Context: an optimization exercise on an open-source flow, tuned for small area, a short achievable clock period and few clock cycles. The choices shown serve that exercise and are no tape-out recipe.
At most, simulation tests tie the RTL to the original design; equivalence was not proved.
Only the layout flow was run in runs 1 to 5; the RTL was not checked for function there.
Power and IR drop assume default switching activity.

--- design/flow/flow/run.sh ---
#!/bin/bash
# Layout flow: the standard synthesis, then the ORFS flow with
#  - combinational cells reset to drive strength 1 before floorplanning,
#  - timing repair aimed at a tighter setup target (SETUP_SLACK_MARGIN),
#  - port buffers of a plain buffer cell.
# Each tool's log goes to the ORFS logs folder; make's output to *.log here.
set -e
F=$(pwd)/flow
bash standard.sh synth > synth.log 2>&1
bash standard.sh PRE_FLOORPLAN_TCL=$F/downsize.tcl \
  SETUP_SLACK_MARGIN=7 TNS_END_PERCENT=100 \
  "BUFFER_PORTS_ARGS=-buffer_cell sky130_fd_sc_hd__buf_4" \
  finish > layout.log 2>&1
--- design/flow/flow/downsize.tcl ---
# Before floorplanning: put every combinational logic cell at its smallest
# drive strength; timing repair later sizes up the cells that need it.
set db [ord::get_db]
set n 0
foreach inst [[ord::get_db_block] getInsts] {
  set m [[$inst getMaster] getName]
  if {![regexp {^sky130_fd_sc_hd__([a-z0-9]+)_([0-9]+)$} $m -> base sz]} { continue }
  if {$sz <= 1} { continue }
  if {[regexp {^(df|edf|sdf|dl|buf|inv|clk|conb|tap|fill|decap|diode|bufbuf|bufinv|probe|lpflow|macro)} $base]} { continue }
  set new [$db findMaster sky130_fd_sc_hd__${base}_1]
  if {$new eq "NULL" || $new eq ""} { continue }
  $inst swapMaster $new
  incr n
}
puts "downsize: $n cells set to drive strength 1"
--- design/flow/standard.sh ---
#!/bin/bash
# synth_recipe.tcl (not shown) runs the flow's synth.tcl, then flattens the netlist and writes it again
# the make line also repeats each setting of config.mk as NAME=value (left out here)
make -C /OpenROAD-flow-scripts/flow DESIGN_CONFIG=/design/flow/config.mk WORK_HOME=/design/flow/orfs CLKGATE_MAP_FILE= SYNTH_SCRIPT=/design/flow/synth_recipe.tcl "${@:-finish}"
--- design/flow/config.mk ---
export PLATFORM = sky130hd
export DESIGN_NAME = CPU
export DESIGN_NICKNAME = CPU
export VERILOG_FILES = /design/flow/design.v
export SDC_FILE = /design/flow/constraint.sdc
export NUM_CORES = 8
export LEC_CHECK = 0
export CAP_MARGIN = 20
export CORE_MARGIN = 2
export CORE_UTILIZATION = 40
export SLEW_MARGIN = 20
export SYNTH_HIERARCHICAL = 1
--- design/flow/constraint.sdc ---
create_clock -name core_clock -period 10.5 [get_ports {clk}]
set_input_delay 2.1000 -clock core_clock [delete_from_list [all_inputs] [get_ports {clk}]]
set_output_delay 2.1000 -clock core_clock [all_outputs]
set_load 0.01 [all_outputs]
--- design/flow/design.v ---
module c_a22oi(input a1, input a2, input b1, input b2, output y); assign y = ~((a1 & a2) | (b1 & b2)); endmodule
module c_a221oi(input a1, input a2, input b1, input b2, input c1, output y); assign y = ~((a1 & a2) | (b1 & b2) | c1); endmodule
module c_a21oi(input a1, input a2, input b1, output y); assign y = ~((a1 & a2) | b1); endmodule
module c_o21ai(input a1, input a2, input b1, output y); assign y = ~((a1 | a2) & b1); endmodule
module c_a21o(input a1, input a2, input b1, output y); assign y = (a1 & a2) | b1; endmodule
module c_nand4(input a, input b, input c, input d, output y); assign y = ~(a & b & c & d); endmodule
module c_nand3(input a, input b, input c, output y); assign y = ~(a & b & c); endmodule
module c_and3(input a, input b, input c, output y); assign y = a & b & c; endmodule
module c_nand2(input a, input b, output y); assign y = ~(a & b); endmodule
module c_nor2(input a, input b, output y); assign y = ~(a | b); endmodule
module c_and2(input a, input b, output y); assign y = a & b; endmodule
module c_andn(input a, input bn, output y); assign y = a & ~bn; endmodule
module c_xnor2(input a, input b, output y); assign y = ~(a ^ b); endmodule
module ks_add(input [31:0] a, input [31:0] bn, input ci, output [31:0] p, output [32:0] cn);
	wire [31:0] g;
	wire [31:0] G0, G1n, P1n, G2, P2, G3n, P3n, G4, P4, G5n;
	genvar i;
	generate for (i = 0; i < 32; i = i + 1) begin : l
		c_xnor2 up0(.a(a[i]), .b(bn[i]), .y(p[i]));           
		c_andn ug0(.a(a[i]), .bn(bn[i]), .y(g[i]));          
		if (i == 0) begin : c0
			assign G0[i] = g[i] | (p[i] & ci);
		end else begin : c1
			assign G0[i] = g[i];
		end
		if (i >= 1) begin : a1
			c_a21oi ug(.a1(p[i]), .a2(G0[i-1]), .b1(G0[i]), .y(G1n[i]));
			c_nand2 up(.a(p[i]), .b(p[i-1]), .y(P1n[i]));
		end else begin : b1
			assign G1n[i] = ~G0[i]; assign P1n[i] = ~p[i];
		end
		if (i >= 2) begin : a2
			c_o21ai ug(.a1(P1n[i]), .a2(G1n[i-2]), .b1(G1n[i]), .y(G2[i]));
			c_nor2 up(.a(P1n[i]), .b(P1n[i-2]), .y(P2[i]));
		end else begin : b2
			assign G2[i] = ~G1n[i]; assign P2[i] = ~P1n[i];
		end
		if (i >= 4) begin : a3
			c_a21oi ug(.a1(P2[i]), .a2(G2[i-4]), .b1(G2[i]), .y(G3n[i]));
			c_nand2 up(.a(P2[i]), .b(P2[i-4]), .y(P3n[i]));
		end else begin : b3
			assign G3n[i] = ~G2[i]; assign P3n[i] = ~P2[i];
		end
		if (i >= 8) begin : a4
			c_o21ai ug(.a1(P3n[i]), .a2(G3n[i-8]), .b1(G3n[i]), .y(G4[i]));
			c_nor2 up(.a(P3n[i]), .b(P3n[i-8]), .y(P4[i]));
		end else begin : b4
			assign G4[i] = ~G3n[i]; assign P4[i] = ~P3n[i];
		end
		if (i >= 16) begin : a5
			c_a21oi ug(.a1(P4[i]), .a2(G4[i-16]), .b1(G4[i]), .y(G5n[i]));
		end else begin : b5
			assign G5n[i] = ~G4[i];
		end
	end endgenerate
	assign cn = {G5n, ~ci};
endmodule
module ex_alu(
	input [31:0] a,
	input [31:0] rt, input [31:0] rtn,
	input [31:0] imm,         
	input pos, input neg,     
	input ci,
	input sel_sum,
	input [31:0] lres,
	output [31:0] res,
	output co
    );
	wire [31:0] bn, p, sum;
	wire [32:0] cn;
	genvar i;
	generate for (i = 0; i < 32; i = i + 1) begin : b
		c_a221oi ub(.a1(rt[i]), .a2(pos), .b1(rtn[i]), .b2(neg), .c1(imm[i]), .y(bn[i]));
	end endgenerate
	ks_add add(.a(a), .bn(bn), .ci(ci), .p(p), .cn(cn));
	generate for (i = 0; i < 32; i = i + 1) begin : s
		wire sbit;
		c_xnor2 ux(.a(p[i]), .b(cn[i]), .y(sbit));
		c_a21o ur(.a1(sbit), .a2(sel_sum), .b1(lres[i]), .y(res[i]));
	end endgenerate
	assign co = ~cn[32];
endmodule
module c_xor2(input a, input b, output y); assign y = a ^ b; endmodule
module c_nor4(input a, input b, input c, input d, output y); assign y = ~(a | b | c | d); endmodule
module eq32(input [31:0] a, input [31:0] b, output eq, output ne);
	wire [31:0] d;
	wire [15:0] z;
	wire [3:0] n;
	wire [1:0] m;
	genvar i;
	generate for (i = 0; i < 32; i = i + 1) begin : x
		c_xor2 u(.a(a[i]), .b(b[i]), .y(d[i]));
	end
	for (i = 0; i < 16; i = i + 1) begin : z2
		c_nor2 u(.a(d[2*i]), .b(d[2*i+1]), .y(z[i]));
	end
	for (i = 0; i < 4; i = i + 1) begin : n4
		c_nand4 u(.a(z[4*i]), .b(z[4*i+1]), .c(z[4*i+2]), .d(z[4*i+3]), .y(n[i]));
	end endgenerate
	c_nor2 um0(.a(n[0]), .b(n[1]), .y(m[0]));
	c_nor2 um1(.a(n[2]), .b(n[3]), .y(m[1]));
	c_and2 ue(.a(m[0]), .b(m[1]), .y(eq));
	c_nand2 un(.a(m[0]), .b(m[1]), .y(ne));
endmodule
module gtz32(input [31:0] a, output gt, output le);
	wire [15:0] z;
	wire [3:0] n;
	wire [1:0] m;
	genvar i;
	generate for (i = 0; i < 16; i = i + 1) begin : z2
		if (i == 15) begin : top
			c_inv u(.a(a[30]), .y(z[i]));
		end else begin : lo
			c_nor2 u(.a(a[2*i]), .b(a[2*i+1]), .y(z[i]));
		end
	end
	for (i = 0; i < 4; i = i + 1) begin : n4
		c_nand4 u(.a(z[4*i]), .b(z[4*i+1]), .c(z[4*i+2]), .d(z[4*i+3]), .y(n[i]));
	end endgenerate
	c_nor2 um0(.a(n[0]), .b(n[1]), .y(m[0]));
	c_nor2 um1(.a(n[2]), .b(n[3]), .y(m[1]));
	c_a21oi ug(.a1(m[0]), .a2(m[1]), .b1(a[31]), .y(gt));
	assign le = ~gt;
endmodule
module c_inv(input a, output y); assign y = ~a; endmodule
module c_mux2i(input a0, input a1, input s, output y); assign y = ~(s ? a1 : a0); endmodule
module c_a222oi(input a1, input a2, input b1, input b2, input c1, input c2, output y); assign y = ~((a1 & a2) | (b1 & b2) | (c1 & c2)); endmodule
module ks10(input [9:0] a, input [9:0] b, output [9:0] s);
	wire [9:0] p, g, G0, G1n, P1n, G2, P2, G3n, P3n, G4;
	genvar i;
	generate for (i = 0; i < 10; i = i + 1) begin : l
		c_xor2 up0(.a(a[i]), .b(b[i]), .y(p[i]));
		if (i == 0) begin : c0
			assign G0[i] = a[i] | b[i];       
		end else begin : c1
			c_and2 ug0(.a(a[i]), .b(b[i]), .y(g[i]));
			assign G0[i] = g[i];
		end
		if (i >= 1) begin : a1
			c_a21oi ug(.a1(p[i]), .a2(G0[i-1]), .b1(G0[i]), .y(G1n[i]));
			c_nand2 up(.a(p[i]), .b(p[i-1]), .y(P1n[i]));
		end else begin : b1
			assign G1n[i] = ~G0[i]; assign P1n[i] = ~p[i];
		end
		if (i >= 2) begin : a2
			c_o21ai ug(.a1(P1n[i]), .a2(G1n[i-2]), .b1(G1n[i]), .y(G2[i]));
			c_nor2 up(.a(P1n[i]), .b(P1n[i-2]), .y(P2[i]));
		end else begin : b2
			assign G2[i] = ~G1n[i]; assign P2[i] = ~P1n[i];
		end
		if (i >= 4) begin : a3
			c_a21oi ug(.a1(P2[i]), .a2(G2[i-4]), .b1(G2[i]), .y(G3n[i]));
			c_nand2 up(.a(P2[i]), .b(P2[i-4]), .y(P3n[i]));
		end else begin : b3
			assign G3n[i] = ~G2[i]; assign P3n[i] = ~P2[i];
		end
		if (i >= 8) begin : a4
			c_o21ai ug(.a1(P3n[i]), .a2(G3n[i-8]), .b1(G3n[i]), .y(G4[i]));
		end else begin : b4
			assign G4[i] = ~G3n[i];
		end
	end endgenerate
	assign s = p ^ {G4[8:0], 1'b1};
endmodule
module rd_tree(
	input [31:1] sel,
	input fsel,
	input [31:0] fwd,
	input [32*31-1:0] regs,    
	output [31:0] h0,          
	output [31:0] h1
    );
	genvar b, k;
	generate for (b = 0; b < 32; b = b + 1) begin : bt
		wire [31:0] d, s;
		wire [15:0] l1;
		wire [3:0] l2;
		assign d[0] = fwd[b];
		assign s[0] = fsel;
		for (k = 1; k < 32; k = k + 1) begin : t
			assign d[k] = regs[32*(k-1) + b];
			assign s[k] = sel[k];
		end
		for (k = 0; k < 16; k = k + 1) begin : a
			c_a22oi u(.a1(d[2*k]), .a2(s[2*k]), .b1(d[2*k+1]), .b2(s[2*k+1]), .y(l1[k]));
		end
		for (k = 0; k < 4; k = k + 1) begin : n
			c_nand4 u(.a(l1[4*k]), .b(l1[4*k+1]), .c(l1[4*k+2]), .d(l1[4*k+3]), .y(l2[k]));
		end
		c_nor2 o0(.a(l2[0]), .b(l2[1]), .y(h0[b]));
		c_nor2 o1(.a(l2[2]), .b(l2[3]), .y(h1[b]));
	end endgenerate
endmodule
module rd_port_a(
	input [31:1] sel, input fsel, input [31:0] fwd,
	input lsel, input [31:0] ld,
	input [32*31-1:0] regs,
	output [31:0] q,           
	output [31:0] q0           
    );
	wire [31:0] h0, h1;
	rd_tree t(.sel(sel), .fsel(fsel), .fwd(fwd), .regs(regs), .h0(h0), .h1(h1));
	genvar b;
	generate for (b = 0; b < 32; b = b + 1) begin : bt
		wire lt;
		c_nand2 ol(.a(lsel), .b(ld[b]), .y(lt));
		c_nand3 oq(.a(h0[b]), .b(h1[b]), .c(lt), .y(q[b]));
		c_nand2 o0(.a(h0[b]), .b(h1[b]), .y(q0[b]));
	end endgenerate
endmodule
module rd_port_b(
	input [31:1] sel, input fsel, input [31:0] fwd,
	input [32*31-1:0] regs,
	output [31:0] q,
	output [31:0] qn
    );
	wire [31:0] h0, h1;
	rd_tree t(.sel(sel), .fsel(fsel), .fwd(fwd), .regs(regs), .h0(h0), .h1(h1));
	genvar b;
	generate for (b = 0; b < 32; b = b + 1) begin : bt
		c_nand2 oq(.a(h0[b]), .b(h1[b]), .y(q[b]));
		c_and2 on(.a(h0[b]), .b(h1[b]), .y(qn[b]));
	end endgenerate
endmodule
module CPU(
	input clk,
	input rst,
	output [31:0]imem_addr,
	input [31:0]imem_rdata,
	output [31:0]dmem_addr,
	output [31:0]dmem_wdata,
	output dmem_we,
	input [31:0]dmem_rdata
    );
	reg [9:0] pc;                  
	reg        id_valid;           
	reg        id_vn;              
	reg [1:0]  id_bix;             
	reg [1:0]  bht [0:3];          
	reg [31:1] id_rsa, id_rsb;     
	reg        id_fwa, id_fwb;     
	reg        id_fla;             
	reg        id_sdl;             
	reg [15:0] id_imm;             
	reg        id_pos, id_neg;     
	reg        id_ci;              
	reg        id_sum;             
	reg        id_and, id_or, id_slt, id_sltw;
	reg        id_lw, id_sw;
	reg        id_rq, id_rn, id_rg, id_rl;    
	reg        id_wr;              
	reg [4:0]  id_dest;
	reg [9:0]  id_alt;             
	reg [31:0] mem_res;            
	reg [31:0] mem_sd;             
	reg        mem_we, mem_wb, mem_ld;
	reg [4:0]  mem_dest;
	reg [31:0] rf [1:31];
	wire bht_p = bht[pc[1:0]][1];
	wire [31:0] ins = imem_rdata;
	wire [5:0] op = ins[31:26];
	wire [5:0] fn = ins[5:0];
	wire [4:0] f_rs = ins[25:21];
	wire [4:0] f_rt = ins[20:16];
	wire [4:0] f_rd = ins[15:11];
	wire f_r0   = (op == 6'h00);
	wire f_add  = f_r0 & (fn == 6'h20);
	wire f_sub  = f_r0 & (fn == 6'h22);
	wire f_and  = f_r0 & (fn == 6'h24);
	wire f_or   = f_r0 & (fn == 6'h25);
	wire f_slt  = f_r0 & (fn == 6'h2a);
	wire f_rtype = f_add | f_sub | f_and | f_or | f_slt;
	wire f_addi = (op == 6'h08);
	wire f_lw   = (op == 6'h23);
	wire f_sw   = (op == 6'h2b);
	wire f_beq  = (op == 6'h04);
	wire f_bgtz = (op == 6'h07);
	wire f_j    = (op == 6'h02);
	wire f_imm  = f_addi | f_lw | f_sw;
	wire f_pt   = (f_beq | f_bgtz) & bht_p;    
	wire [4:0] f_dest = f_rtype ? f_rd : f_rt;
	wire f_wr = (f_rtype | f_addi | f_lw) & (f_dest != 5'd0);
	wire [9:0] pc1  = pc + 10'd1;
	wire [9:0] btgt;
	ks10 uadd(.a(pc), .b(ins[9:0]), .s(btgt));
	wire [9:0] alt  = f_pt ? pc1 : btgt;
	wire s_j = f_j & ~rst;
	wire s_t = f_pt & ~n_stall & ~rst;
	wire s_s = ((~f_j & ~f_pt) | n_stall) & ~rst;
	wire [9:0] pcs = n_stall ? pc : pc1;
	wire [9:0] predn;
	wire [9:0] altn = ~(id_alt & {10{~rst}});
	wire [9:0] pc_d;
	genvar gp;
	generate for (gp = 0; gp < 10; gp = gp + 1) begin : npc
		c_a222oi up(.a1(ins[gp]), .a2(s_j), .b1(btgt[gp]), .b2(s_t), .c1(pcs[gp]), .c2(s_s), .y(predn[gp]));
		c_mux2i um(.a0(predn[gp]), .a1(altn[gp]), .s(redirect), .y(pc_d[gp]));
	end endgenerate
	wire ex_fire = id_valid;
	wire [32*31-1:0] regs;
	genvar gi;
	generate for (gi = 1; gi < 32; gi = gi + 1) begin : rfw
		assign regs[32*(gi-1) +: 32] = rf[gi];
	end endgenerate
	wire [31:0] ra, ra0, rt, rtn;
	rd_port_a porta(.sel(id_rsa), .fsel(id_fwa), .fwd(mem_res), .lsel(id_fla), .ld(dmem_rdata), .regs(regs), .q(ra), .q0(ra0));
	rd_port_b portb(.sel(id_rsb), .fsel(id_fwb), .fwd(mem_res), .regs(regs), .q(rt), .qn(rtn));
	wire co;
	wire [31:0] lres = ({32{id_and}} & (ra & rt)) |
	                   ({32{id_or}}  & (ra | rt)) |
	                   {31'd0, (id_slt & ~co) | (id_sltw & co)};
	wire [31:0] res;
	ex_alu alu(.a(ra), .rt(rt), .rtn(rtn), .imm({{16{id_imm[15]}}, id_imm}),
	           .pos(id_pos), .neg(id_neg), .ci(id_ci), .sel_sum(id_sum),
	           .lres(lres), .res(res), .co(co));
	wire eq, ne, gtz, lez;
	eq32 ueq(.a(ra0), .b(rt), .eq(eq), .ne(ne));
	gtz32 ugt(.a(ra0), .gt(gtz), .le(lez));
	wire x1, x2, redirect;
	c_a22oi ur1(.a1(id_rq), .a2(eq), .b1(id_rn), .b2(ne), .y(x1));
	c_a22oi ur2(.a1(id_rg), .a2(gtz), .b1(id_rl), .b2(lez), .y(x2));
	c_a21oi ur3(.a1(x1), .a2(x2), .b1(id_vn), .y(redirect));
	wire taken = ((id_rq | id_rn) & eq) | ((id_rg | id_rl) & gtz);
	wire ex_br = id_valid & (id_rq | id_rn | id_rg | id_rl);
	wire ex_wr = ex_fire & id_wr;
	wire m_rs = ex_wr & (f_rs == id_dest);
	wire m_rt = ex_wr & (f_rt == id_dest);
	wire l_rs = m_rs & id_lw;
	wire l_rt = m_rt & id_lw;
	wire f_comm = f_add | f_and | f_or | f_slt;    
	wire n_stall = ((f_beq | f_bgtz) & l_rs) | (f_beq & l_rt) |
	               (f_rtype & l_rt & (~f_comm | l_rs));
	wire swap = f_comm & l_rt & ~l_rs;
	wire [4:0] ea = swap ? f_rt : f_rs;
	wire [4:0] eb = swap ? f_rs : f_rt;
	wire ma = swap ? m_rt : m_rs;
	wire mb = swap ? m_rs : m_rt;
	wire n_valid = ~rst & ~redirect & ~n_stall;
	integer k;
	always @(posedge clk) begin
		pc <= pc_d;
		id_valid <= n_valid;
		id_vn <= ~n_valid;
		id_bix <= pc[1:0];
		for (k = 0; k < 4; k = k + 1)
			if (rst) bht[k] <= 2'b01;
			else if (ex_br && id_bix == k) begin
				if (taken && bht[k] != 2'b11) bht[k] <= bht[k] + 2'd1;
				else if (!taken && bht[k] != 2'b00) bht[k] <= bht[k] - 2'd1;
			end
	end
	always @(posedge clk) begin
		for (k = 1; k < 32; k = k + 1) begin
			id_rsa[k] <= (ea == k) & ~ma;
			id_rsb[k] <= (eb == k) & ~mb;
		end
		id_fwa <= ma & ~id_lw;
		id_fwb <= mb & ~id_lw;
		id_fla <= ma & id_lw;
		id_sdl <= mb & id_lw;
		id_imm <= f_imm ? ins[15:0] : 16'd0;
		id_pos <= f_add;
		id_neg <= f_sub | f_slt;
		id_ci  <= f_sub | (f_slt & ~swap);
		id_sum <= f_add | f_sub | f_imm;
		id_and <= f_and;
		id_or  <= f_or;
		id_slt <= f_slt & ~swap;
		id_sltw <= f_slt & swap;
		id_lw <= f_lw;
		id_sw <= f_sw;
		id_rq <= f_beq & ~f_pt;
		id_rn <= f_beq & f_pt;
		id_rg <= f_bgtz & ~f_pt;
		id_rl <= f_bgtz & f_pt;
		id_wr <= f_wr;
		id_dest <= f_dest;
		id_alt <= alt;
	end
	always @(posedge clk) begin
		if (rst) begin
			mem_we <= 1'b0;
			mem_wb <= 1'b0;
		end else begin
			mem_we <= ex_fire & id_sw;
			mem_wb <= ex_fire & id_wr;
		end
		mem_ld <= id_lw;
		mem_dest <= id_dest;
		mem_res <= res;
		mem_sd <= id_sdl ? dmem_rdata : rt;
	end
	assign imem_addr  = {20'd0, pc, 2'b00};
	assign dmem_addr  = mem_res;
	assign dmem_wdata = mem_sd;
	assign dmem_we    = mem_we;
	wire [31:0] wd = mem_ld ? dmem_rdata : mem_res;
	always @(posedge clk)
		if (mem_wb) rf[mem_dest] <= wd;
endmodule
==> notes.md, run 1 <==
WL met3=approximately 27000 um; Layout Utilization=0.493; # setup viols final=0; Die W=around 360 um; pre-CTS WS=4.98 ns; met1 WL=81700 um; crit path time final=roughly 3.6 ns; # IOs=163; drt first pass iters=9; Buf/Inv on CP=3; die footprint=between 100000 and 150000 um^2; HP Class=reg -> reg; VDD IR-drop max=0.143 mV; routed wl met2=a little over 90000 um; combinational fraction of design power=0.091; Vias/cell=6.75; Hold Vio Cnt, Final=0; Pwr per Cell Area=~160 nW/um^2; crit-path max FO=7; grt total ovfl=0; CTS buffer count=119; DIE HEIGHT=364 um; Post-Route WL=209000 um; status=complete, no violations; Power, Total=10.4 mW; share of cells above drive strength 1=0.219; RSZ-0062 raised after global routing=true; Flop pwr share=0.500; GPL Wtd Cong=1.00; Worst path max stage delay=0.39 ns; Slew @ Worst Pin=1.20 ns; dpl hpwl=123000 um; nets=~4400; IO buf count=140; Syn Inst Count=~4000; Int Pwr=slightly below 8 mW; Antenna Violating Nets Remaining=0; Slew headroom=0.201; Root Driver=clkbuf_16; CTS tree=done; Hold WS=between 0.4 and 0.5 ns; Non-Filler Instances=6200; LEAKAGE=21.3 nW; fin crit share=0.347; top layer in use=met5; WP data required=11.11 ns; clock slew at reported path FFs=approximately 0.060 ns; Clock Skew=0.0476 ns; clock latency (worst-skew pair)=0.78 ns; Max Cap Violations=0; Final Cell Area=63600 um^2; overall routing resource usage=0.303; CP arrival=4.25 ns; Avg WL per Cell=33.7 um; largest net degree at the start of global routing=59; Switching Fraction=0.244; dpl cells=between 5000 and 6000; most common cell after layout, fill and taps aside=a22oi_1; yosys synthesis warning count=8; global-route wire length before repair=~290000 um; most frequent cells in the layout=a22oi_1, edfxtp_1, nand4_1; sw power=between 2 and 3 mW; remaining routing DRC violations=0; placed cell areas=56700 um^2; via count of the routed design=around 42000; DR iter-0 viols=approximately 6700; number of global-route vias before repair=39300; initial antenna violation count=6; cell family with most CP delay=compound AO/OA/AOI/OAI gates; CTS max path bufs=3; H-tree depth=3; final worst setup slack=~6.9 ns; Rows=132; max-slew violations=0; reg2reg setup slack=6.91 ns; kind of critical path=in -> reg; clk sinks=1198; slowest CP cell=nor4_4; core area=129000 um^2; setup_tns=0 ns; Starting Density=0.401; CP endpoint kind=register; maximum clock frequency=275 MHz; Clk pwr share=0.409; Critical Path Start Type=primary input; CP Cell Sequence=buf_12 -> xor2_4 -> nor4_4 -> a311oi_4 -> buf_4 -> o311a_4 -> nor3b_4 -> buf_6 -> a222oi_1 -> mux2i_1
==> metal layers <==
metal / global-route usage / vias to the layer above
li1: - / 17100
met1: 0.412 / 20900
met2: 0.451 / 3164
met3: 0.0887 / 621
met4: 0.130 / 4
met5: 0.00690 / -
==> power groups by stage <==
stage          sequential, mW  combinational, mW  clock [mW]
2_1_floorplan            5.31              0.421           0
3_3_place_gp             5.28              0.781           0
3_5_place_dp             5.29              0.785           0
4_1_cts                  5.19              0.849        4.25
5_1_grt                  5.19              0.982        4.43
6_report                 5.19              0.946        4.25
==> state kept, by name, summed over array words and instances (netlist names), 2 cells and up <==
| signal | cells |
|---|---|
| pc | 10 |
| id_rsb | 31 |
| mem_res | 32 |
| bht | 8 |
| id_dest | 5 |
| mem_sd | 32 |
| id_alt | 10 |
| id_bix | 2 |
| id_imm | 16 |
| rf | 992 |
| id_rsa | 31 |
| mem_dest | 5 |
==> final cells by class <==
type                    count  area (um^2)
repair buffers            321         3030
clock buffers             172         3380
fillers                 11100        65400
well taps                1742         2180
multi-input cells        2682        20400
flip-flops and latches   1198        34000
diodes                      5         12.5
inverters                  33          124
clock inverters            47          457
==> worst paths after layout <==
kind	start	endpoint	cells past startpoint
max	imem_rdata[25]	pc[7]$_DFF_P_	10
min	id_sw$_DFF_P_	mem_we$_SDFF_PP0_	2
max reg2reg	id_rsb[22]$_DFF_P_	mem_res[30]$_DFF_P_	17
min reg2reg	id_sw$_DFF_P_	mem_we$_SDFF_PP0_	2
==> repair_timing <==
action	in CTS	in global routing
endpoints found under the hold margin	0	0
gates resized for setup	310	231
endpoints found under the setup margin	148	114
gates cloned	1	3
hold buffers	0	0
pin swaps	36	82
buffers inserted	27	38
==> worst register-to-register path, cell delays in order (launching register included) <==
cell and delay (ns):
dfxtp_4 0.40, buf_12 0.17, a22oi_2 0.21, nand4_1 0.26
nor2_4 0.18, buf_12 0.15, nand2_8 0.08, a221oi_4 0.35
nor2b_1 0.14, a21o_1 0.23, a21oi_4 0.24, buf_6 0.13
inv_1 0.07, a21oi_4 0.19, o21ai_1 0.14, a21oi_1 0.22
xnor2_1 0.12, a21o_1 0.18
==> inputs of run 2 (changes only) <==
--- a/design/flow/config.mk
+++ b/design/flow/config.mk
@@ -8,5 +8,7 @@
 export CAP_MARGIN = 20
 export CORE_MARGIN = 2
 export CORE_UTILIZATION = 40
+export CTS_BUF_LIST = sky130_fd_sc_hd__clkbuf_8
+export CTS_CLUSTER_SIZE = 30
 export SLEW_MARGIN = 20
 export SYNTH_HIERARCHICAL = 1
==> run 2 against run 1 <==
Still clean. Clock power fell by 7.5%. Global-route usage rose by 0.23 points. Design area grew 0.80%. Power down 2.8%. Sequential share of layout area shrank 0.22 points. Final cell count up 2.7%. Sequential cell count stayed put. Worst hold slack got worse by 0.0076 ns. Wire length is 0.69% higher. Clock skew increased by 0.0022 ns. Largest cell class unchanged. Largest power group unchanged. Highest routed layer is now met4.
==> notes.md, run 2 <==
status=complete, no violations; overall routing resource usage=0.306 (+0.00231); met2 usage=0.454 (+0.00306); DR iter-0 viols=7115 (+6.3%); CP endpoint kind=register; most common cell after layout, fill and taps aside=a22oi_1; nets=4526 (+2.3%); Hold Vio Cnt, Final=0 (unchanged); reg2reg setup slack=6.95 ns (+0.04 ns); grt met1 use=0.411 (-0.00171); Max Cap Violations=0 (unchanged); Critical Path Start Type=register; fin crit share=0.338 (-0.00842); remaining routing DRC violations=0 (unchanged); global-route wire length before repair=287000 um (+0.42%); number of global-route vias before repair=40000 (+1.8%); Avg WL per Cell=33.1 um (-2.0%); Worst setup endpoint=id_vn$_DFF_P_; drt first pass iters=9 (unchanged); DIE HEIGHT=364 um (unchanged); grt total ovfl=0 (unchanged); via count of the routed design=42500 (+1.5%); core area=129000 um^2 (unchanged); Most flops, register=rf; WP data required=11.28 ns (+0.17 ns); Pwr per Cell Area=157 nW/um^2 (-3.6%); dpl hpwl=123000 um (unchanged); Largest register FFs=992 (unchanged); share of cells above drive strength 1=0.243 (+0.0243); HP Class=reg -> reg; kind of critical path=reg -> reg; yosys synthesis warning count=8 (unchanged); Die W=364 um (unchanged); CTS hold repair buffers=0 (unchanged); max-slew violations=0 (unchanged); CTS buffer count=188 (+58%); CTS max path bufs=3 (unchanged); gr busiest metal=met2; most frequent cells in the layout=a22oi_1, edfxtp_1, nand4_1; Post-Route WL=211000 um (+0.69%); Starting Density=0.401 (unchanged); Hold WS=0.413 ns (-0.00757 ns); largest net degree at the start of global routing=59 (unchanged); initial antenna violation count=10 (+4); VDD IR-drop max=0.142 mV (-0.85%); Layout fillers=11200 (+0.53%); maximum clock frequency=282 MHz (+2.5%); setup_tns=0 ns (unchanged); Slew @ Worst Pin=1.21 ns (+0.0109 ns); CTS tree=done; RSZ-0062 raised after global routing=true; GPL Wtd Cong=1.00 (unchanged); Antenna Violating Nets Remaining=0 (unchanged); Vias/cell=6.67 (-1.1%); Critical Path Start=id_fwa$_DFF_P_; clock latency (worst-skew pair)=0.95 ns (+0.17 ns); # setup viols final=0 (unchanged); Worst R2R Path Depth=14 (-3); Root Driver=clkbuf_8; IO buf count=140 (unchanged); # IOs=163 (unchanged); Slew headroom=0.194 (-0.00729); H-tree depth=4 (+1); Layout Utilization=0.497 (+0.00396); crit path time final=3.55 ns (-0.0884 ns); grt met3 use=0.0906 (+0.00186); top flop regs=rf x992, mem_res x32, mem_sd x32; clock slew at reported path FFs=0.06 ns (about the same); LEAKAGE=21.8 nW (+2.6%); clk sinks=1198 (unchanged); reg2reg start=id_fwa$_DFF_P_; crit-path max FO=32 (+25); RR Endpoint=id_vn$_DFF_P_; Clock Skew=0.0497 ns (+0.00218 ns); Worst Hold Depth=2 (unchanged); Rows=132 (unchanged); Syn Inst Count=3956 (unchanged); die footprint=132000 um^2 (unchanged); CP arrival=4.34 ns (+0.09 ns)
-- run 2: report_power, final --
part           total (mW)  leakage (nW)  switching [mW]  internal, mW
clock                3.93          2.16            1.94          1.99
sequential           5.18          11.1          0.0342          5.15
combinational       0.975          8.55           0.641         0.333
-- run 2: through the flow --
step           worst slack (ns)  std cells  power, mW  area [um^2]
2_1_floorplan              6.32       3977       5.73        52800
6_report                   6.95       6368       10.1        64100
3_3_place_gp               5.03       5906       6.07        56700
3_5_place_dp               4.98       5906       6.07        56700
4_1_cts                    6.90       6310       10.0        62400
5_1_grt                    6.88       6362       10.4        64100
-- run 2: worst min path at each step --
stage,from,end,slack (ns)
after floorplan,id_lw$_DFF_P_,mem_ld$_DFF_P_,0.35
after global placement,id_sw$_DFF_P_,mem_we$_SDFF_PP0_,0.41
after detailed placement,id_sw$_DFF_P_,mem_we$_SDFF_PP0_,0.41
after CTS,id_sw$_DFF_P_,mem_we$_SDFF_PP0_,0.42
after global routing,id_dest[2]$_DFF_P_,mem_dest[2]$_DFF_P_,0.44
final,id_sw$_DFF_P_,mem_we$_SDFF_PP0_,0.41
-- run 2: final cells by class --
class | instances | area, um^2 | area share
Sequential cell | 1198 | 34100 | 0.532
Multi-Input combinational cell | 2682 | 20500 | 0.319
Timing Repair Buffer | 353 | 3490 | 0.0544
Clock buffer | 209 | 2880 | 0.0449
Tap cell | 1742 | 2180 | 0.0340
Clock inverter | 141 | 832 | 0.0130
Inverter | 33 | 124 | 0.00193
Antenna cell | 10 | 25.0 | 0.000390
-- run 2: critical path, stage by stage, from the launching register on --
cell     delay, ns
dfxtp_1       0.30
buf_4         0.26
a22oi_1       0.32
nand4_1       0.13
nor2_1        0.25
nand2_1       0.13
xor2_1        0.15
nor2_1        0.18
nand4_1       0.35
nor2_4        0.31
buf_4         0.14
nand2_1       0.05
a22oi_1       0.19
a21oi_2       0.14
or3b_1        0.39
-- run 2: timing repair --
action                                  4_1_cts  5_1_grt
gates cloned                                  0        6
pin swaps                                    37      110
buffers inserted                             54       42
resized for setup                           420      268
endpoints found under the setup margin      190      147
hold endpoints to repair                      0        0
-- run 2: metal layers --
metal	share of wire	vias to the layer above
met2	0.44	3245
met5	0	-
met3	0.14	612
li1	-	17400
met4	0.043	0
met1	0.38	21300
==> inputs of run 3 (changes only) <==
--- a/design/flow/design.v
+++ b/design/flow/design.v
@@ -235,6 +235,8 @@
 	reg [9:0] pc;                  
 	reg        id_valid;           
 	reg        id_vn;              
+	reg        rp;                 
+	reg [9:0]  rpc;
 	reg [1:0]  id_bix;             
 	reg [1:0]  bht [0:3];          
 	reg [31:1] id_rsa, id_rsb;     
@@ -284,10 +286,10 @@
 	wire [9:0] btgt;
 	ks10 uadd(.a(pc), .b(ins[9:0]), .s(btgt));
 	wire [9:0] alt  = f_pt ? pc1 : btgt;
-	wire s_j = f_j & ~rst;
-	wire s_t = f_pt & ~n_stall & ~rst;
-	wire s_s = ((~f_j & ~f_pt) | n_stall) & ~rst;
-	wire [9:0] pcs = n_stall ? pc : pc1;
+	wire s_j = f_j & ~rp & ~rst;
+	wire s_t = f_pt & ~rp & ~rst;
+	wire s_s = ((~f_j & ~f_pt) | rp) & ~rst;
+	wire [9:0] pcs = rp ? rpc : pc1;
 	wire [9:0] predn;
 	wire [9:0] altn = ~(id_alt & {10{~rst}});
 	wire [9:0] pc_d;
@@ -335,12 +337,14 @@
 	wire [4:0] eb = swap ? f_rs : f_rt;
 	wire ma = swap ? m_rt : m_rs;
 	wire mb = swap ? m_rs : m_rt;
-	wire n_valid = ~rst & ~redirect & ~n_stall;
+	wire n_valid = ~rst & ~redirect & ~n_stall & ~rp;
 	integer k;
 	always @(posedge clk) begin
 		pc <= pc_d;
 		id_valid <= n_valid;
 		id_vn <= ~n_valid;
+		rp <= ~rst & n_stall & ~redirect;
+		rpc <= pc;
 		id_bix <= pc[1:0];
 		for (k = 0; k < 4; k = k + 1)
 			if (rst) bht[k] <= 2'b01;
--- a/design/flow/flow/run.sh
+++ b/design/flow/flow/run.sh
@@ -9,5 +9,5 @@
 bash standard.sh synth > synth.log 2>&1
 bash standard.sh PRE_FLOORPLAN_TCL=$F/downsize.tcl \
   SETUP_SLACK_MARGIN=7 TNS_END_PERCENT=100 \
-  "BUFFER_PORTS_ARGS=-buffer_cell sky130_fd_sc_hd__buf_4" \
+  "BUFFER_PORTS_ARGS=-buffer_cell sky130_fd_sc_hd__buf_2" \
   finish > layout.log 2>&1
==> run 3 against run 2 <==
Still clean. Critical path depth rose by 1. First-iteration DRC count rose by 7.7%. Synthesized cell count rose by 1.1%. Global-route usage rose by 0.20 points. Critical path type unchanged. Largest cell class unchanged. Highest routed layer is now met5.
==> notes.md, run 3 <==
status=complete, no violations; Hold Vio Cnt, Final=0 (unchanged); Largest register FFs=992 (unchanged); nets=4546 (+0.44%); dpl hpwl=125000 um (+1.2%); RSZ-0062 raised after global routing=true; VDD IR-drop max=0.133 mV (-6.6%); grt total ovfl=0 (unchanged); Pwr per Cell Area=159 nW/um^2 (+1.2%); Critical Path Start=id_rsb[22]$_DFF_P_; FF/Latch Area=34300 um^2 (+0.52%); via count of the routed design=43100 (+1.5%); Clock Skew=0.0491 ns (-0.000634 ns); maximum clock frequency=270 MHz (-4.1%); Critical Path Start Type=register; reg2reg start=id_rsb[22]$_DFF_P_; number of global-route vias before repair=40400 (+0.87%); core area=130000 um^2 (+0.51%); Max Cap Violations=0 (unchanged); Avg WL per Cell=33.3 um (+0.80%); initial antenna violation count=16 (+6); DR iter-0 viols=7662 (+7.7%); DIE HEIGHT=365 um (+0.45%); overall routing resource usage=0.308 (+0.00202); Layout Utilization=0.491 (-0.00663); crit path time final=3.70 ns (+0.152 ns); largest net degree at the start of global routing=58 (-1.7%); Flop pwr share=0.515 (about the same); LEAKAGE=21.5 nW (-1.2%); Worst R2R Path Depth=15 (+1); fin crit share=0.353 (+0.0145); CTS max path bufs=3 (unchanged); placed cell areas=56400 um^2 (-0.66%); grt met1 use=0.424 (+0.0134); reg2reg setup slack=6.80 ns (-0.15 ns); remaining routing DRC violations=0 (unchanged); Slew @ Worst Pin=1.20 ns (-0.00458 ns); hold_sp=id_dest[3]$_DFF_P_; clock slew at reported path FFs=0.06 ns (about the same); hold endpoint=mem_dest[3]$_DFF_P_; # IOs=163 (unchanged); pre-CTS WS=5.79 ns (+0.810 ns); WP data required=11.36 ns (+0.08 ns); Root Driver=clkbuf_8; kind of critical path=reg -> reg; CP arrival=4.57 ns (+0.23 ns); most frequent cells in the layout=a22oi_1, edfxtp_1, nand4_1; CP endpoint kind=register; Layout fillers=11300 (+1.4%); Switching Fraction=0.260 (+0.000383); HP Class=reg -> reg; CTS buffer count=192 (+2.1%); final worst setup slack=6.80 ns (-0.152 ns); yosys synthesis warning count=8 (unchanged); RR Endpoint=pc[4]$_DFF_P_; Final Cell Area=63600 um^2 (-0.83%); clock latency (worst-skew pair)=0.96 ns (about the same); gr busiest metal=met2; global-route wire length before repair=291000 um (+1.2%); Post-Route WL=213000 um (+1.2%); share of cells above drive strength 1=0.225 (-0.0179); Most flops, register=rf; Slew headroom=0.197 (+0.00305); IO buf count=140 (unchanged); Antenna Violating Nets Remaining=0 (unchanged); Syn Inst Count=4001 (+1.1%); sw power=2.63 mW (+0.53%); Die W=365 um (+0.45%); combinational fraction of design power=0.092 (-0.005); multi-input logic area=20200 um^2 (-1.3%); Worst Hold Depth=0 (-2); die footprint=134000 um^2 (+0.91%); GPL Wtd Cong=1.01 (+0.84%); Starting Density=0.403 (+0.00163); met2 usage=0.446 (-0.00841); setup_tns=0 ns (unchanged); drt first pass iters=7 (-2); max-slew violations=0 (unchanged); clk sinks=1207 (+0.75%); H-tree depth=4 (unchanged); # setup viols final=0 (unchanged); most common cell after layout, fill and taps aside=a22oi_1; Vias/cell=6.74 (+1.1%); crit-path max FO=8 (-75%); Int Pwr=7.50 mW (+0.33%); top flop regs=rf x992, mem_res x32, mem_sd x32; grt met3 use=0.0967 (+0.00609); Clk pwr share=0.393 (+0.003); Rows=132 (unchanged); CTS tree=done; Power, Total=10.1 mW (+0.38%)
-- run 3: metal layers --
metal  vias up  wire length [um]
met1     21400             81900
li1      17500                 -
met4         6              9100
met2      3601             89900
met5         -               165
met3       616             32000
-- run 3: metrics by stage --
| stage | cells | hold slack [ns] |
|---|---|---|
| 2_1_floorplan | 4022 | 0.375 |
| 4_1_cts | 6355 | 0.395 |
| 3_5_place_dp | 5946 | 0.388 |
| 5_1_grt | 6386 | 0.404 |
| 3_3_place_gp | 5946 | 0.391 |
| 6_report | 6392 | 0.396 |
-- run 3: critical path, cell delays in order (launching register included) --
cell     delay (ns)
dfxtp_4        0.41
buf_12         0.17
a22oi_1        0.21
nand4_1        0.35
nor2_4         0.31
nand2_4        0.14
xor2_1         0.19
nor2_1         0.18
nand4_1        0.37
nor2_4         0.31
and2_4         0.18
a22oi_1        0.08
a21oi_1        0.16
buf_6          0.17
buf_12         0.14
mux2i_1        0.20
-- run 3: power groups by stage --
stage / Sequential, mW / Combinational [mW] / Clock (mW)
3_5_place_dp: 5.32 / 0.734 / 0
5_1_grt: 5.22 / 0.962 / 4.20
2_1_floorplan: 5.34 / 0.394 / 0
6_report: 5.22 / 0.928 / 3.98
4_1_cts: 5.22 / 0.814 / 4.00
3_3_place_gp: 5.32 / 0.730 / 0
-- run 3: worst max path at each step --
stage | to | slack, ns | cells after the start
2_1_floorplan | mem_res[0]$_DFF_P_ | 6.63 | 13
3_3_place_gp | mem_res[0]$_DFF_P_ | 5.80 | 14
4_1_cts | mem_res[0]$_DFF_P_ | 6.82 | 16
6_report | pc[4]$_DFF_P_ | 6.80 | 15
5_1_grt | mem_res[0]$_DFF_P_ | 6.78 | 16
3_5_place_dp | id_rsa[29]$_DFF_P_ | 5.79 | 6
-- run 3: cell type report --
type,instances,share of cell area
repair buffers,330,0.0473
multi-input cells,2712,0.318
clock buffers,212,0.0459
clock inverters,146,0.0132
flip-flops and latches,1207,0.539
well taps,1742,0.0343
diodes,10,0.000393
inverters,33,0.00195
-- run 3: timing repair --
action                     4_1_cts  5_1_grt
pin swaps                       44      116
setup endpoints to repair      161      158
gates resized for setup        412      262
cloned                           0        6
hold buffers                     0        0
buffers inserted                51       21
==> inputs of run 4 (changes only) <==
--- a/design/flow/config.mk
+++ b/design/flow/config.mk
@@ -8,7 +8,8 @@
 export CAP_MARGIN = 20
 export CORE_MARGIN = 2
 export CORE_UTILIZATION = 40
-export CTS_BUF_LIST = sky130_fd_sc_hd__clkbuf_8
+export CTS_BUF_LIST = sky130_fd_sc_hd__clkbuf_16
+export CTS_CLUSTER_DIAMETER = 60
 export CTS_CLUSTER_SIZE = 30
 export SLEW_MARGIN = 20
 export SYNTH_HIERARCHICAL = 1
==> run 4 against run 3 <==
Still clean. Utilization is 0.86 points lower. Register-to-register slack is essentially flat. Design area down 1.8%. Largest cell class unchanged.
==> notes.md, run 4 <==
most common cell after layout, fill and taps aside=a22oi_1; # IOs=163 (unchanged); Avg WL per Cell=34.0 um (+1.8%); Hold Vio Cnt, Final=0 (unchanged); crit path time final=3.70 ns (-0.00596 ns); H-tree depth=3 (-1); placed cell areas=56400 um^2 (unchanged); IO buf count=140 (unchanged); overall routing resource usage=0.303 (-0.00449); Die W=365 um (unchanged); Slew @ Worst Pin=1.21 ns (+0.00313 ns); Critical Path Start Type=register; Clock Skew=0.0374 ns (-0.0117 ns); DIE HEIGHT=365 um (unchanged); Syn Inst Count=4001 (unchanged); nets=4403 (-3.1%); CTS buffer count=97 (-49%); Pwr per Cell Area=163 nW/um^2 (+2.3%); status=complete, no violations; DR iter-0 viols=7131 (-6.9%); most frequent cells in the layout=a22oi_1, edfxtp_1, nand4_1; Post-Route WL=209000 um (-1.9%); WP data required=11.12 ns (-0.24 ns); Largest register FFs=992 (unchanged); Rows=132 (unchanged); Final Cell Area=62500 um^2 (-1.8%); # setup viols final=0 (unchanged); VDD IR-drop max=0.126 mV (-4.8%); global-route wire length before repair=287000 um (-1.1%); remaining routing DRC violations=0 (unchanged); via count of the routed design=42100 (-2.3%); RSZ-0062 raised after global routing=true; setup_tns=0 ns (unchanged); LEAKAGE=20.7 nW (-3.7%); Max Cap Violations=0 (unchanged); Starting Density=0.403 (unchanged); Slew headroom=0.195 (-0.00209); drt first pass iters=8 (+1); CP endpoint kind=register; Vias/cell=6.84 (+1.4%); max-slew violations=0 (unchanged); maximum clock frequency=270 MHz (+0.16%); number of global-route vias before repair=39500 (-2.2%); crit-path max FO=32 (+24); CTS tree=done; fin crit share=0.352 (-0.000568); top flop regs=rf x992, mem_res x32, mem_sd x32; Layout Utilization=0.482 (-0.00860); kind of critical path=reg -> reg; Layout fillers=11400 (+0.51%); dpl hpwl=125000 um (unchanged); final worst setup slack=6.80 ns (+0.00596 ns); core area=130000 um^2 (unchanged); clk sinks=1207 (unchanged); pre-CTS WS=5.79 ns (unchanged); HP Class=reg -> reg; yosys synthesis warning count=8 (unchanged); Root Driver=clkbuf_16; clock latency (worst-skew pair)=0.74 ns (-0.22 ns); CTS max path bufs=3 (unchanged); initial antenna violation count=12 (-4); Antenna Violating Nets Remaining=0 (unchanged); die footprint=134000 um^2 (unchanged); largest net degree at the start of global routing=58 (unchanged); share of cells above drive strength 1=0.203 (-0.0225); clock slew at reported path FFs=0.09 ns (+0.03 ns); CP arrival=4.32 ns (-0.25 ns); Most flops, register=rf; grt total ovfl=0 (unchanged); GPL Wtd Cong=1.01 (unchanged)
run 4: cell count changes in the layout (fill, tap and decap cells not counted), moves of 39 or more:
cell,before,now
clkbuf_16,4,103
buf_6,104,44
dfxtp_1,138,177
clkbuf_8,212,0
inv_1,95,32
dfxtp_4,46,4
buf_2,76,138
buf_4,121,80
run 4: power breakdown:
part	internal, mW	switching [mW]
registers	5.18	0.0365
clock network	2.03	2.05
logic	0.271	0.621
total	7.48	2.70
run 4: worst paths after layout:
check / cells past startpoint / startpoint / endpoint / slack [ns]
worst max-delay path: 16 / id_rsb[22]$_DFF_P_ / mem_res[0]$_DFF_P_ / 6.80
worst min-delay path: 0 / id_dest[3]$_DFF_P_ / mem_dest[3]$_DFF_P_ / 0.40
worst max register to register: 16 / id_rsb[22]$_DFF_P_ / mem_res[0]$_DFF_P_ / 6.80
worst min register to register: 0 / id_dest[3]$_DFF_P_ / mem_dest[3]$_DFF_P_ / 0.40
run 4: stage by stage:
stage               total power [mW]  cells  hold slack [ns]
finish                          10.2   6160            0.400
global route                    10.4   6160            0.408
CTS                             10.1   6137            0.400
detailed placement              6.06   5946            0.388
global placement                6.05   5946            0.391
floorplan                       5.74   4022            0.375
run 4: layer usage:
layer	GRT usage	vias to the layer above	wire length, um
li1	-	17200	-
met1	0.422	21000	81600
met2	0.441	3306	88000
met3	0.0914	625	29800
met4	0.124	6	9650
met5	0	-	33
run 4: repair_timing:
action,4_1_cts,5_1_grt
endpoints found under the setup margin,142,69
pin swaps,46,101
setup buffers,9,19
hold buffers,0,0
gates resized for setup,279,247
gates cloned,0,2
run 4: worst max-delay path, cell delays in order (launching register included):
cell,delay (ns)
dfxtp_1,0.33
buf_12,0.20
a22oi_1,0.22
nand4_1,0.37
nor2_4,0.38
nand2_4,0.17
a221oi_4,0.36
nor2b_1,0.17
a21oi_2,0.18
o21ai_1,0.12
a21oi_1,0.18
o21ai_1,0.10
a21oi_2,0.22
inv_2,0.09
a221oi_2,0.21
o21ai_1,0.10
a21o_1,0.16
run 4: cell type report:
class                   count  area (um^2)  area share
diodes                      2         5.00   0.0000801
clock buffers             103         2580      0.0413
clock inverters            79         1030      0.0165
inverters                  33          124     0.00198
multi-input cells        2713        20300       0.325
flip-flops and latches   1207        34200       0.547
well taps                1742         2180      0.0349
repair buffers            281         2120      0.0340
==> inputs of run 5 (changes only) <==
--- a/design/flow/config.mk
+++ b/design/flow/config.mk
@@ -8,8 +8,8 @@
 export CAP_MARGIN = 20
 export CORE_MARGIN = 2
 export CORE_UTILIZATION = 40
-export CTS_BUF_LIST = sky130_fd_sc_hd__clkbuf_16
-export CTS_CLUSTER_DIAMETER = 60
-export CTS_CLUSTER_SIZE = 30
+export CTS_BUF_LIST = sky130_fd_sc_hd__clkbuf_8
+export CTS_CLUSTER_DIAMETER = 50
+export CTS_CLUSTER_SIZE = 20
 export SLEW_MARGIN = 20
 export SYNTH_HIERARCHICAL = 1
==> run 5 against run 4 <==
Critical path type unchanged. Critical endpoint is now mem_res[10]$_DFF_P_. Still clean on timing, DRC and antenna. Sequential cell count unchanged. Via count grew 1.0%. Design area barely moved. Clock power down 19%. Utilization about the same. Final cell count grew 1.5%. Count of clock-buffer cells in the layout increased by 17. Die area unchanged. Sequential power hardly changed. Wire length is 0.41% higher.
==> notes.md, run 5 <==
CTS buffer count=115 (+19%); CTS max path bufs=3 (unchanged); Largest register FFs=992 (unchanged); maximum clock frequency=276 MHz (+2.2%); remaining routing DRC violations=0 (unchanged); dpl hpwl=125000 um (unchanged); Avg WL per Cell=33.6 um (-1.1%); clk sinks=1207 (unchanged); Power, Total=9.44 mW (-7.3%); core area=130000 um^2 (unchanged); hold_sp=id_dest[3]$_DFF_P_; yosys synthesis warning count=8 (unchanged); Antenna Violating Nets Remaining=0 (unchanged); largest net degree at the start of global routing=58 (unchanged); global-route wire length before repair=288000 um (+0.10%); crit path time final=3.62 ns (-0.0784 ns); CP arrival=4.41 ns (+0.09 ns); IO buf count=140 (unchanged); LEAKAGE=20.7 nW (about the same); via count of the routed design=42600 (+1.0%); CP endpoint kind=register; RSZ-0062 raised after global routing=true; RR Endpoint=mem_res[10]$_DFF_P_; fin crit share=0.345 (-0.00747); CTS tree=done; reg2reg setup slack=6.88 ns (+0.08 ns); status=complete, no violations; WP data required=11.29 ns (+0.17 ns); clock slew at reported path FFs=0.09 ns (about the same); share of cells above drive strength 1=0.226 (+0.0227); Die W=365 um (unchanged); drt first pass iters=7 (-1); Critical Path Start Type=register; H-tree depth=3 (unchanged); grt total ovfl=0 (unchanged); # IOs=163 (unchanged); DIE HEIGHT=365 um (unchanged); hold endpoint=mem_dest[3]$_DFF_P_; crit-path max FO=8 (-75%); max-slew violations=0 (unchanged); Worst R2R Path Depth=14 (-2); # setup viols final=0 (unchanged); Clock Skew=0.0437 ns (+0.00633 ns); Worst Hold Depth=0 (unchanged); Slew @ Worst Pin=1.23 ns (+0.0199 ns); VDD IR-drop max=0.107 mV (-15%); reg2reg start=id_rsb[16]$_DFF_P_; DR iter-0 viols=7404 (+3.8%); Rows=132 (unchanged); top flop regs=rf x992, mem_res x32, mem_sd x32; Syn Inst Count=4001 (unchanged); nets=4472 (+1.6%); overall routing resource usage=0.304 (+0.000403); Root Driver=clkbuf_8; Slew headroom=0.182 (-0.0133); Starting Density=0.403 (unchanged); number of global-route vias before repair=39600 (+0.38%); setup_tns=0 ns (unchanged); Hold Vio Cnt, Final=0 (unchanged); Post-Route WL=210000 um (+0.41%); GPL Wtd Cong=1.01 (unchanged); Max Cap Violations=0 (unchanged); Pwr per Cell Area=151 nW/um^2 (-7.3%); initial antenna violation count=14 (+2); Vias/cell=6.80 (-0.51%); most common cell after layout, fill and taps aside=a22oi_1; clock latency (worst-skew pair)=0.89 ns (+0.15 ns); kind of critical path=reg -> reg; Most flops, register=rf; HP Class=reg -> reg; most frequent cells in the layout=a22oi_1, edfxtp_1, nand4_1; die footprint=134000 um^2 (unchanged)
-- run 5: changes by cell type in the layout (fill, tap and decap cells not counted), sizes merged --
cell,previous run,this run
buf,281,331
bufinv,4,12
clkbuf,103,122
clkinv,33,34
clkinvlp,2,12
diode,2,10
o211a,2,1
-- run 5: how the worst max path moves through the flow --
stage | start | end | slack (ns)
6_report | id_rsb[16]$_DFF_P_ | mem_res[10]$_DFF_P_ | 6.88
5_1_grt | id_rsb[16]$_DFF_P_ | mem_res[0]$_DFF_P_ | 6.77
4_1_cts | id_rsb[18]$_DFF_P_ | mem_res[0]$_DFF_P_ | 6.85
3_5_place_dp | imem_rdata[16] | id_rsa[29]$_DFF_P_ | 5.79
3_3_place_gp | dmem_rdata[0] | mem_res[0]$_DFF_P_ | 5.80
2_1_floorplan | dmem_rdata[0] | mem_res[0]$_DFF_P_ | 6.63
-- run 5: power by group --
group | switching [mW] | leakage, nW | internal (mW)
combinational | 0.628 | 8.19 | 0.289
sequential | 0.0339 | 11.2 | 5.17
clock | 1.88 | 1.38 | 1.43
-- run 5: worst max-delay path: stages, from the launching register on --
cell and delay [ns]:
dfxtp_4 0.41, buf_12 0.17, a22oi_1 0.22, nand4_1 0.26
nor2_4 0.31, nand2_4 0.16, a221oi_4 0.36, xnor2_2 0.20
nand2_1 0.17, nor2_1 0.26, nand2_1 0.12, o21ai_1 0.31
inv_1 0.09, xnor2_1 0.21, a21o_1 0.24
-- run 5: layout make-up --
type / count / area, um^2
clock buffer: 120 / 1650
clock inverter: 98 / 1040
fill: 11400 / 67200
inverter: 33 / 124
sequential: 1207 / 34300
timing repair buffer: 333 / 2910
multi-input combinational: 2712 / 20300
antenna: 10 / 25.0
tap: 1742 / 2180
-- run 5: timing repair --
item | 4_1_cts | 5_1_grt
buffers inserted | 55 | 23
gates resized for setup | 392 | 277
hold buffers | 0 | 0
endpoints found under the setup margin | 165 | 123
pin swaps | 47 | 103
gates cloned | 0 | 3
-- run 5: metal layers --
layer,routed length [um],GRT usage,part of all wire
met5,33,0,0.00016
met4,9000,0.124,0.043
met3,30200,0.0943,0.14
met2,88600,0.439,0.42
met1,82200,0.423,0.39
-- run 5: metrics by stage --
stage,util,instances,instance area (um^2),setup slack [ns],hold slack [ns]
6_report,0.482,6255,62500,6.88,0.400
5_1_grt,0.482,6250,62500,6.77,0.410
4_1_cts,0.470,6219,61000,6.85,0.402
3_5_place_dp,0.435,5946,56400,5.79,0.388
3_3_place_gp,0.435,5946,56400,5.80,0.391
2_1_floorplan,-,4022,52800,6.63,0.375
==> inputs of run 6 (changes only) <==
--- a/design/flow/design.v
+++ b/design/flow/design.v
@@ -9,6 +9,7 @@
 module c_nand2(input a, input b, output y); assign y = ~(a & b); endmodule
 module c_nor2(input a, input b, output y); assign y = ~(a | b); endmodule
 module c_and2(input a, input b, output y); assign y = a & b; endmodule
+module c_majn(input a, input bn, input c, output y); assign y = (a & ~bn) | (c & (a | ~bn)); endmodule
 module c_andn(input a, input bn, output y); assign y = a & ~bn; endmodule
 module c_xnor2(input a, input b, output y); assign y = ~(a ^ b); endmodule
 module ks_add(input [31:0] a, input [31:0] bn, input ci, output [31:0] p, output [32:0] cn);
@@ -19,7 +20,7 @@
 		c_xnor2 up0(.a(a[i]), .b(bn[i]), .y(p[i]));           
 		c_andn ug0(.a(a[i]), .bn(bn[i]), .y(g[i]));          
 		if (i == 0) begin : c0
-			assign G0[i] = g[i] | (p[i] & ci);
+			c_majn um(.a(a[i]), .bn(bn[i]), .c(ci), .y(G0[i]));    
 		end else begin : c1
 			assign G0[i] = g[i];
 		end
--- a/design/flow/config.mk
+++ b/design/flow/config.mk
@@ -7,7 +7,7 @@
 export LEC_CHECK = 0
 export CAP_MARGIN = 20
 export CORE_MARGIN = 2
-export CORE_UTILIZATION = 40
+export CORE_UTILIZATION = 65
 export CTS_BUF_LIST = sky130_fd_sc_hd__clkbuf_8
 export CTS_CLUSTER_DIAMETER = 50
 export CTS_CLUSTER_SIZE = 20
==> run 6 against run 5 <==
Critical path depth is 2 higher. Synthesized cell count unchanged. Register-to-register slack worse by 0.07 ns. Design area decreased by 3.4%. Maximum frequency fell by 2.0%. Clock power decreased by 5%. Count of clock-buffer cells in the layout down 7. Sequential share of layout area rose by 1.8 points. Combinational power shrank 5.2%. Sequential power about the same. Wire length fell by 4.2%. Final cell count is 12% lower. Critical endpoint is now mem_res[0]$_DFF_P_. Largest power group unchanged. Highest routed layer unchanged.
==> notes.md, run 6 <==
Worst path max stage delay=0.38 ns (-0.03 ns); GPL Wtd Cong=1.01 (+0.11%); clk sinks=1207 (unchanged); DIE HEIGHT=288 um (-21%); Worst R2R Path Depth=16 (+2); share of cells above drive strength 1=0.197 (-0.0287); Hold Vio Cnt, Final=0 (unchanged); # setup viols final=0 (unchanged); number of global-route vias before repair=40800 (+3.0%); CTS buffer count=109 (-5.2%); Most flops, register=rf; CTS max path bufs=3 (unchanged); clock latency (worst-skew pair)=0.81 ns (-0.08 ns); Critical Path Start Type=register; Layout Utilization=0.762 (+0.280); crit-path max FO=32 (+24); Die W=288 um (-21%); fin crit share=0.352 (+0.00692); kind of critical path=reg -> reg; most frequent cells in the layout=a22oi_1, edfxtp_1, nand4_1; max-slew violations=0 (unchanged); Slew headroom=0.174 (-0.00749); H-tree depth=3 (unchanged); via count of the routed design=43400 (+2.0%); clock slew at reported path FFs=0.10 ns (about the same); hold_sp=id_dest[4]$_DFF_P_; setup_tns=0 ns (unchanged); Syn Inst Count=4001 (unchanged); CTS hold repair buffers=0 (unchanged); Antenna Violating Nets Remaining=0 (unchanged); most common cell after layout, fill and taps aside=a22oi_1; Clock Skew=0.0458 ns (+0.00214 ns); DR iter-0 viols=8892 (+20%); reg2reg setup slack=6.81 ns (-0.07 ns); remaining routing DRC violations=0 (unchanged); top flop regs=rf x992, mem_res x32, mem_sd x32; Pwr per Cell Area=153 nW/um^2 (+1.0%); CP endpoint kind=register; VDD IR-drop max=0.152 mV (+42%); # IOs=163 (unchanged); LEAKAGE=20.3 nW (-2.1%); drt first pass iters=8 (+1); WP data required=11.18 ns (-0.11 ns); Rows=103 (-22%); Post-Route WL=201000 um (-4.2%); CP arrival=4.38 ns (-0.03 ns); status=complete, no violations; initial antenna violation count=6 (-8); core area=79300 um^2 (-39%); IO buf count=140 (unchanged); HP Class=reg -> reg; die footprint=82700 um^2 (-38%); maximum clock frequency=271 MHz (-2.0%); Slew @ Worst Pin=1.24 ns (+0.0112 ns); grt total ovfl=0 (unchanged); Worst setup endpoint=mem_res[0]$_DFF_P_; global-route wire length before repair=278000 um (-3.2%); Avg WL per Cell=36.6 um (+9.0%); overall routing resource usage=0.474 (+0.171); dpl hpwl=117000 um (-6.4%); Largest register FFs=992 (unchanged); RR Endpoint=mem_res[0]$_DFF_P_; nets=4419 (-1.2%); CP Cell Sequence=clkbuf_8 -> a22oi_1 -> nand4_1 -> nor2_1 -> nand2_4 -> a221oi_4 -> xnor2_2 -> a21oi_1 -> o21ai_1 -> a21oi_1 -> o21ai_1 -> a21oi_1 -> inv_1 -> a221oi_2 -> o21ai_1 -> a21o_1; slowest CP cell=a221oi_4; crit path time final=3.69 ns (+0.0727 ns); Critical Path Start=id_rsb[6]$_DFF_P_; largest net degree at the start of global routing=58 (unchanged); Vias/cell=7.90 (+16%); yosys synthesis warning count=8 (unchanged); Root Driver=clkbuf_8; Starting Density=0.659 (+0.256); reg2reg start=id_rsb[6]$_DFF_P_; CTS tree=done; RSZ-0062 raised after global routing=true; Max Cap Violations=0 (unchanged)
==> run 6: through the flow <==
stage | area, um^2 | cells | power (mW) | setup slack, ns | hold WS, ns
6_report | 60400 | 5496 | 9.21 | 6.81 | 0.395
5_1_grt | 60400 | 5495 | 9.39 | 6.73 | 0.400
4_1_cts | 59100 | 5469 | 9.09 | 6.79 | 0.396
3_5_place_dp | 55500 | 5252 | 6.04 | 5.78 | 0.394
3_3_place_gp | 55500 | 5252 | 6.03 | 5.81 | 0.405
2_1_floorplan | 52800 | 4022 | 5.74 | 6.67 | 0.375
==> run 6: worst max-delay path, delay by kind of cell, from the launching register on <==
| kind | cells | cell delay (ns) |
|---|---|---|
| flip-flops | 1 | 0.33 |
| AO/OA/AOI/OAI | 10 | 2.00 |
| XOR/XNOR | 1 | 0.18 |
| AND/OR/NAND/NOR | 3 | 0.62 |
| buffers and inverters | 2 | 0.38 |
==> run 6: worst min-delay path by stage <==
| stage | end | depth (start not counted) |
|---|---|---|
| after global placement | rpc[9]$_DFF_P_ | 0 |
| final | mem_dest[4]$_DFF_P_ | 0 |
| after CTS | mem_dest[4]$_DFF_P_ | 0 |
| after floorplan | mem_dest[1]$_DFF_P_ | 0 |
| after global routing | mem_dest[4]$_DFF_P_ | 0 |
| after detailed placement | mem_dest[4]$_DFF_P_ | 0 |
==> run 6: area by class of cell <==
class,count,area [um^2]
multi-input combinational,2709,19900
inverter,35,134
fill,5058,18900
clock buffer,113,1560
timing repair buffer,287,2270
clock inverter,92,992
antenna,3,7.51
tap,1050,1310
sequential,1207,34200
==> run 6: metal layers <==
layer,GRT usage,vias up,part of all wire
met5,0.00465,-,0.00084
met4,0.323,12,0.079
met3,0.189,904,0.18
met2,0.656,4681,0.41
met1,0.615,20600,0.33
li1,-,17200,-
==> run 6: power by group <==
group,switching [mW],internal (mW),leakage (nW)
registers,0.0317,5.18,11.2
clock network,1.89,1.24,1.30
logic,0.603,0.266,7.84
total,2.53,6.69,20.3
==> run 6: timing repair <==
action	4_1_cts	5_1_grt
setup endpoints to repair	148	91
setup buffers	12	21
cloned	0	2
pin swaps	30	60
gates resized for setup	247	204
Testbench counts of run 6, summed over its fixed seeds: cycles 30,486.
==> inputs of run 7 (changes only) <==
--- a/design/flow/config.mk
+++ b/design/flow/config.mk
@@ -7,7 +7,7 @@
 export LEC_CHECK = 0
 export CAP_MARGIN = 20
 export CORE_MARGIN = 2
-export CORE_UTILIZATION = 65
+export CORE_UTILIZATION = 40
 export CTS_BUF_LIST = sky130_fd_sc_hd__clkbuf_8
 export CTS_CLUSTER_DIAMETER = 50
 export CTS_CLUSTER_SIZE = 20
==> run 7 against run 6 <==
Combinational power rose by 11%. Setup slack improved by 0.018 ns. Die area increased by 62%. Register-to-register slack better by 0.02 ns. Via count down 1.6%. Count of clock-buffer cells in the layout up 10. Maximum frequency grew 0.50%. Final cell count up 15%. Sequential cell count is the same. Critical path depth did not move. Clock power is 11% higher. Critical path type unchanged. Critical endpoint unchanged.
==> notes.md, run 7 <==
CP arrival=4.44 ns (+0.06 ns); crit path time final=3.67 ns (-0.0185 ns); RSZ-0062 raised after global routing=true; Starting Density=0.403 (-0.256); status=complete, no violations; number of global-route vias before repair=39300 (-3.6%); Hold Vio Cnt, Final=0 (unchanged); GPL Wtd Cong=0.991 (-1.9%); dpl hpwl=125000 um (+7.1%); Layout fillers=11300 (+120%); hold_sp=id_dest[0]$_DFF_P_; top flop regs=rf x992, mem_res x32, mem_sd x32; Slew @ Worst Pin=1.18 ns (-0.0624 ns); Critical Path Start Type=register; Most flops, register=rf; Slew headroom=0.216 (+0.0416); Clk pwr share=0.361 (+0.021); reg2reg setup slack=6.83 ns (+0.02 ns); HP Class=reg -> reg; Worst Hold Depth=0 (unchanged); WP data required=11.26 ns (+0.08 ns); VDD IR-drop max=0.104 mV (-32%); H-tree depth=3 (unchanged); Flop pwr share=0.539 (-0.026); global-route wire length before repair=292000 um (+4.7%); Int Pwr=6.97 mW (+4.3%); Root Driver=clkbuf_8; final worst setup slack=6.83 ns (+0.0185 ns); Final Cell Area=63300 um^2 (+4.8%); Avg WL per Cell=33.6 um (-8.3%); Clock Skew=0.0527 ns (+0.00690 ns); fin crit share=0.350 (-0.00176); yosys synthesis warning count=8 (unchanged); setup_tns=0 ns (unchanged); die footprint=134000 um^2 (+62%); drt first pass iters=10 (+2); Hold WS=0.397 ns (+0.00209 ns); placed cell areas=56500 um^2 (+1.7%); Post-Route WL=212000 um (+5.4%); pre-CTS WS=5.76 ns (-0.0200 ns); Switching Fraction=0.277 (+0.00283); Antenna Violating Nets Remaining=0 (unchanged); max-slew violations=0 (unchanged); hold endpoint=mem_dest[0]$_DFF_P_; LEAKAGE=21.1 nW (+4.2%); DIE HEIGHT=365 um (+27%); CTS hold repair buffers=0 (unchanged); reg2reg start=id_rsb[22]$_DFF_P_; Syn Inst Count=4001 (unchanged); # IOs=163 (unchanged); kind of critical path=reg -> reg; most frequent cells in the layout=a22oi_1, edfxtp_1, nand4_1; sw power=2.67 mW (+5.8%); RR Endpoint=mem_res[0]$_DFF_P_; CTS tree=done; clk sinks=1207 (unchanged); overall routing resource usage=0.307 (-0.168); # setup viols final=0 (unchanged); clock latency (worst-skew pair)=0.88 ns (+0.07 ns); nets=4523 (+2.4%); Largest register FFs=992 (unchanged); CTS buffer count=118 (+8.3%); CTS max path bufs=3 (unchanged); core area=130000 um^2 (+64%); Pwr per Cell Area=152 nW/um^2 (about the same); clock slew at reported path FFs=0.10 ns (about the same); grt total ovfl=0 (unchanged); largest net degree at the start of global routing=58 (unchanged); initial antenna violation count=16 (+10); share of cells above drive strength 1=0.235 (+0.0381); Layout Utilization=0.488 (-0.274); via count of the routed design=42700 (-1.6%); Worst R2R Path Depth=16 (unchanged); Die W=365 um (+27%); Vias/cell=6.77 (-14%); maximum clock frequency=272 MHz (+0.50%); IO buf count=140 (unchanged); Max Cap Violations=0 (unchanged); remaining routing DRC violations=0 (unchanged); most common cell after layout, fill and taps aside=a22oi_1; crit-path max FO=13 (-59%); DR iter-0 viols=7441 (-16%); combinational fraction of design power=0.100 (+0.006); Rows=132 (+28%); CP endpoint kind=register
## run 7: through the flow
step | std cells | power (mW)
final | 6312 | 9.64
after global routing | 6308 | 9.88
after CTS | 6243 | 9.54
after detailed placement | 5952 | 6.06
after global placement | 5949 | 6.06
after floorplan | 4022 | 5.74
## run 7: power groups by stage
stage | registers [mW] | clock network [mW] | logic (mW)
2_1_floorplan | 5.34 | 0 | 0.396
3_3_place_gp | 5.32 | 0 | 0.736
3_5_place_dp | 5.32 | 0 | 0.740
4_1_cts | 5.20 | 3.49 | 0.845
5_1_grt | 5.21 | 3.67 | 1.00
6_report | 5.20 | 3.48 | 0.964
## run 7: worst max path at each step
stage                  startpoint            endpoint  slack, ns  cells after the start
6_report       id_rsb[22]$_DFF_P_  mem_res[0]$_DFF_P_       6.83                     16
4_1_cts        id_rsb[16]$_DFF_P_  mem_res[0]$_DFF_P_       6.90                     17
3_5_place_dp       imem_rdata[27]  id_rsb[31]$_DFF_P_       5.76                      6
2_1_floorplan       dmem_rdata[0]  mem_res[0]$_DFF_P_       6.67                     12
3_3_place_gp       imem_rdata[27]  id_rsb[31]$_DFF_P_       5.81                      6
5_1_grt        id_rsb[18]$_DFF_P_  mem_res[0]$_DFF_P_       6.74                     18
## run 7: metal layers
layer,vias up,share of wire,GRT usage
li1,17500,-,-
met1,21300,0.39,0.425
met2,3412,0.42,0.442
met3,576,0.15,0.106
met4,6,0.040,0.112
met5,-,0.0010,0
## run 7: what timing repair did
item	CTS	global route
endpoints found under the hold margin	0	0
resized for setup	488	179
gates cloned	4	3
pin swaps	86	130
setup endpoints to repair	118	68
buffers inserted	63	53
## run 7: final cells by class
class                           instances  area [um^2]  area share
Sequential cell                      1207        34300       0.542
Multi-Input combinational cell       2710        20300       0.321
Timing Repair Buffer                  381         3420      0.0541
Tap cell                             1742         2180      0.0345
Clock buffer                          123         1690      0.0268
Clock inverter                        101         1220      0.0192
Inverter                               35          139     0.00220
Antenna cell                           13         32.5    0.000514
## run 7: critical path: stages (launching register included)
cell and delay (ns):
dfxtp_4 0.38, buf_12 0.16, a22oi_1 0.21, nand4_1 0.41, nor2_4 0.38, nand2_4 0.12
a221oi_4 0.37, xnor2_2 0.17, a21oi_2 0.26, o21ai_4 0.08, a21oi_1 0.14, o21ai_1 0.09
a21oi_2 0.18, inv_2 0.09, a221oi_2 0.23, o21ai_1 0.11, a21o_1 0.18
